What follows belongs to an exercise in optimizing a design on an open flow for small area; a production flow would make more cautious choices.
Function was checked by simulation only, so behaviour that the tests miss may differ from the original.
No activity file was given, so power comes from the tool's default toggle rates.

## run A
Design ols_core, start of the top module:
module ols_core(
  clock, extReset, 
  extTriggerIn, 
  opcode, config_data, execute, indata, outputBusy, 
  sampleReady50, outputSend, stableInput,
  memoryWrData, memoryRead, memoryWrite, memoryLastWrite,
  extTriggerOut, armLEDnn, 
  triggerLEDnn, wrFlags, extTestMode);
input clock;
input extReset;			 
input [7:0] opcode;		 
input [31:0] config_data;
input execute;			 
input [31:0] indata;		 
input outputBusy;
input extTriggerIn;
output sampleReady50;
output outputSend;
output [31:0] stableInput;
output [31:0] memoryWrData;
output memoryRead;
output memoryWrite;
output memoryLastWrite;
output extTriggerOut;
output armLEDnn;
output triggerLEDnn;
output wrFlags;
output extTestMode;
wire [31:0] syncedInput;
wire [3:0] wrtrigmask; 
wire [3:0] wrtrigval; 
wire [3:0] wrtrigcfg;
wire [3:0] wrtrigedge;
wire wrDivider; 
wire wrsize; 
wire sample_valid;
wire [31:0] sample_data; 
wire dly_sample_valid;
wire [31:0] dly_sample_data;
wire aligned_data_valid;
wire [31:0] aligned_data;
wire rle_data_valid; 
wire [31:0] rle_data;
wire arm_basic, arm_adv;
wire arm = arm_basic | arm_adv;
wire resetCmd;
wire reset = extReset | resetCmd;
wire reset_core;
wire [31:0] flags_reg;
wire demux_mode = flags_reg[0];                     
wire filter_mode = flags_reg[1];                    
wire [3:0] disabledGroups = flags_reg[5:2];         
wire extClock_mode = flags_reg[6];                  
wire falling_edge = flags_reg[7];                   
wire rleEnable = flags_reg[8];                      
wire numberScheme = flags_reg[9];                   
  ...
export LEC_CHECK = 0
export CAP_MARGIN = 20
export CORE_MARGIN = 2
export CORE_UTILIZATION = 75
export CTS_BUF_LIST = sky130_fd_sc_hd__clkbuf_16
export CTS_CLUSTER_DIAMETER = 100
export CTS_CLUSTER_SIZE = 28
export SLEW_MARGIN = 20
create_clock -name core_clock -period 10.0 [get_ports {clock}]
standard.sh (not shown) runs the stock make flow with config.mk's settings and CLKGATE_MAP_FILE= SYNTH_SCRIPT=/design/flow/synth_recipe.tcl, a recipe that flattens the netlist after the stock synthesis.
==> flow/flow/run.sh <==
#!/bin/bash
# Layout: the standard flow (standard.sh, unchanged synthesis), with two
# changes to how it is made:
#  - input and output ports are buffered with buf_1 instead of the default
#    buffer_ports choice;
#  - clock tree synthesis runs without dummy loads.
# make's full output goes to flow_make.log here; ORFS keeps each step's log
# under orfs/logs/.
set -euo pipefail
bash standard.sh \
  "BUFFER_PORTS_ARGS=-buffer_cell sky130_fd_sc_hd__buf_1" \
  "CTS_ARGS=-sink_clustering_enable -repair_clock_nets -sink_clustering_size 28 -sink_clustering_max_diameter 100 -buf_list sky130_fd_sc_hd__clkbuf_16 -dont_use_dummy_load" \
  finish > flow_make.log 2>&1
Run A | status: complete | timing, DRC, antenna: pass
The following lists how run B was set up differently from run A:
Settings: changing SLEW_MARGIN from 20 to 0; changing CAP_MARGIN from 20 to 0; changing CTS_CLUSTER_SIZE from 28 to 25; changing CORE_UTILIZATION from 75 to 65.
==> flow/flow/run.sh <==
#!/bin/bash
# Layout: the standard flow (standard.sh, unchanged synthesis), with
# changes to how it is made:
#  - input and output ports are buffered with buf_1;
#  - clock tree synthesis runs without dummy loads;
#  - after global routing the resizer downsizes gates off the critical paths
#    (RECOVER_POWER), free to change footprints.
# make's full output goes to flow_make.log here; ORFS keeps each step's log
# under orfs/logs/.
set -euo pipefail
bash standard.sh \
  "BUFFER_PORTS_ARGS=-buffer_cell sky130_fd_sc_hd__buf_1" \
  "CTS_ARGS=-sink_clustering_enable -repair_clock_nets -sink_clustering_size 25 -sink_clustering_max_diameter 100 -buf_list sky130_fd_sc_hd__clkbuf_16 -dont_use_dummy_load" \
  "RECOVER_POWER=100" "MATCH_CELL_FOOTPRINT=0" \
  finish > flow_make.log 2>&1
### Flow results
Run B finished all stages; however, its layout fails the closing checks, the failures being capacitance limit, slew limit.
As far as wire length of the first global-routing pass is concerned, run A and run B perform about the same.
Per the comparison of run B with run A, number of levels the H-tree was split into up 1; area enclosed by the die boundary rose 15%; combinational power down about 1%.
[compare] base=run A new=run B: post-route standard cell area excluding fillers roughly the same; met3 usage in global routing higher; total power of the final layout higher.
Run B: horizontal die dimension higher than run A
Kind of critical path = in -> reg: run A; kind of critical path = reg -> reg: run B
Modified inputs, run C compared to run B
Settings: SLEW_MARGIN: 0 -> 20; CAP_MARGIN: 0 -> 20; CORE_UTILIZATION: 65 -> 75; CTS_CLUSTER_SIZE: 25 -> 28.
==> flow/flow/run.sh <==
#!/bin/bash
# Layout: the standard flow (standard.sh, unchanged synthesis), with two
# changes to how it is made:
#  - input and output ports are buffered with buf_1 instead of the default
#    buffer_ports choice;
#  - clock tree synthesis runs without dummy loads, with clusters of up to
#    28 flip-flops per clkbuf_16 leaf buffer.
# make's full output goes to flow_make.log here; ORFS keeps each step's log
# under orfs/logs/.
set -euo pipefail
bash standard.sh \
  "BUFFER_PORTS_ARGS=-buffer_cell sky130_fd_sc_hd__buf_1" \
  "CTS_ARGS=-sink_clustering_enable -repair_clock_nets -sink_clustering_size 28 -sink_clustering_max_diameter 100 -buf_list sky130_fd_sc_hd__clkbuf_16 -dont_use_dummy_load" \
  finish > flow_make.log 2>&1
### Flow results
Run C has completed all stages; timing, DRC and antenna checks passed. Non-clock buffer count sits higher in run C than in run B. Internal power: run C vs run B down 2.4%. | final design instance area without fill | run C vs run B | ≈ equal |. Run B → run C: least setup slack across all paths after layout shows an increase of 0.98 ns, critical path depth shows an increase of 2. Run C vs. run B: core area fell by 0.012 mm²; met2 capacity usage during global routing rose 7.5 points; final setup TNS held; area taken by flip-flops and latches level.
Changes in run D relative to run C:
Settings: changing CAP_MARGIN from 20 to 10; changing SLEW_MARGIN from 20 to 10; changing CTS_CLUSTER_SIZE from 28 to 25.
diff --git a/flow/flow/run.sh b/flow/flow/run.sh
--- a/flow/flow/run.sh
+++ b/flow/flow/run.sh
@@ -6,2 +6 @@
-#  - clock tree synthesis runs without dummy loads, with clusters of up to
-#    28 flip-flops per clkbuf_16 leaf buffer.
+#  - clock tree synthesis runs without dummy loads.
@@ -13 +12 @@
-  "CTS_ARGS=-sink_clustering_enable -repair_clock_nets -sink_clustering_size 28 -sink_clustering_max_diameter 100 -buf_list sky130_fd_sc_hd__clkbuf_16 -dont_use_dummy_load" \
+  "CTS_ARGS=-sink_clustering_enable -repair_clock_nets -sink_clustering_size 25 -sink_clustering_max_diameter 100 -buf_list sky130_fd_sc_hd__clkbuf_16 -dont_use_dummy_load" \
Compared run D against run C; die area within noise.
Compared with run C, run D shows non-clock buffer count that has gone down slightly.
In the final reports, the cell area of run D is larger than that of run C.
sync.itm_indata180[0] as the destination of the critical timing path was reported by run D, and sync.itm_indata180[6] by run C.
Compared with run C, run D shows leakage power that has gone up slightly.
Compared with run C, placement density in the core of run D is higher.
Peak fanout along the critical path came out exactly the same in run C and run D.
Going from run C to run D, power grows by 2.5%.
Run C -> run D: data arrival time at the worst-slack endpoint flat
> inputs changed (run D -> run E)
Settings: SLEW_MARGIN changed from 10 to 20; CAP_MARGIN changed from 10 to 20; CORE_UTILIZATION changed from 75 to 65.
Notes after the runs:
Run E: PASS, flow complete, no timing, DRC or antenna violations
Run E ended up with indata[17] as its launching instance or port of the critical path; run D ended up with indata[0].
Run D → run E: utilization has decreased, design area has increased, combinational power has remained practically unchanged, worst-case setup slack after placement has increased.

* * *

Setup of v6:
ols_core again, from the RTL that the note above started with.
Settings: LEC_CHECK=0, CAP_MARGIN=20, CORE_MARGIN=2, CORE_UTILIZATION=65, CTS_BUF_LIST=sky130_fd_sc_hd__clkbuf_16, CTS_CLUSTER_DIAMETER=100, CTS_CLUSTER_SIZE=25, GPL_TIMING_DRIVEN=0, SLEW_MARGIN=20; clock period 10.0 ns.
==> flow/flow/run.sh <==
#!/bin/bash
# Layout: the standard flow (standard.sh, unchanged synthesis), with two
# changes to how it is made:
#  - input and output ports are buffered with buf_1 instead of the default
#    buffer_ports choice;
#  - clock tree synthesis runs without dummy loads.
# make's full output goes to flow_make.log here; ORFS keeps each step's log
# under orfs/logs/.
set -euo pipefail
bash standard.sh \
  "BUFFER_PORTS_ARGS=-buffer_cell sky130_fd_sc_hd__buf_1" \
  "CTS_ARGS=-sink_clustering_enable -repair_clock_nets -sink_clustering_size 25 -sink_clustering_max_diameter 100 -buf_list sky130_fd_sc_hd__clkbuf_16 -dont_use_dummy_load" \
  "REMOVE_ABC_BUFFERS=1" \
  finish > flow_make.log 2>&1
Input-level comparison between v7 and v6:
- a change of CORE_UTILIZATION from 65 to 75
- a change of CTS_CLUSTER_SIZE from 25 to 14
- a deleted GPL_TIMING_DRIVEN that had been 0
- a change of CTS_BUF_LIST from sky130_fd_sc_hd__clkbuf_16 to sky130_fd_sc_hd__clkbuf_8
-- flow/flow/run.sh --
<<< v6, line 10
bash standard.sh \
  "BUFFER_PORTS_ARGS=-buffer_cell sky130_fd_sc_hd__buf_1" \
  "CTS_ARGS=-sink_clustering_enable -repair_clock_nets -sink_clustering_size 25 -sink_clustering_max_diameter 100 -buf_list sky130_fd_sc_hd__clkbuf_16 -dont_use_dummy_load" \
  "REMOVE_ABC_BUFFERS=1" \
  finish > flow_make.log 2>&1
>>> v7, line 10
bash standard.sh \
  "BUFFER_PORTS_ARGS=-buffer_cell sky130_fd_sc_hd__buf_1" \
  "CTS_ARGS=-sink_clustering_enable -repair_clock_nets -sink_clustering_size 14 -sink_clustering_max_diameter 100 -buf_list sky130_fd_sc_hd__clkbuf_8 -dont_use_dummy_load" \
  finish > flow_make.log 2>&1
Findings:
- Every stage of the flow completed for v7, and the final layout passed the timing, design-rule and antenna checks.
- Worst hold slack: v7 < v6
- Cell internal power dissipation improves in v7 relative to v6.
- Row count delta for v7 relative to v6: 7.2% lower
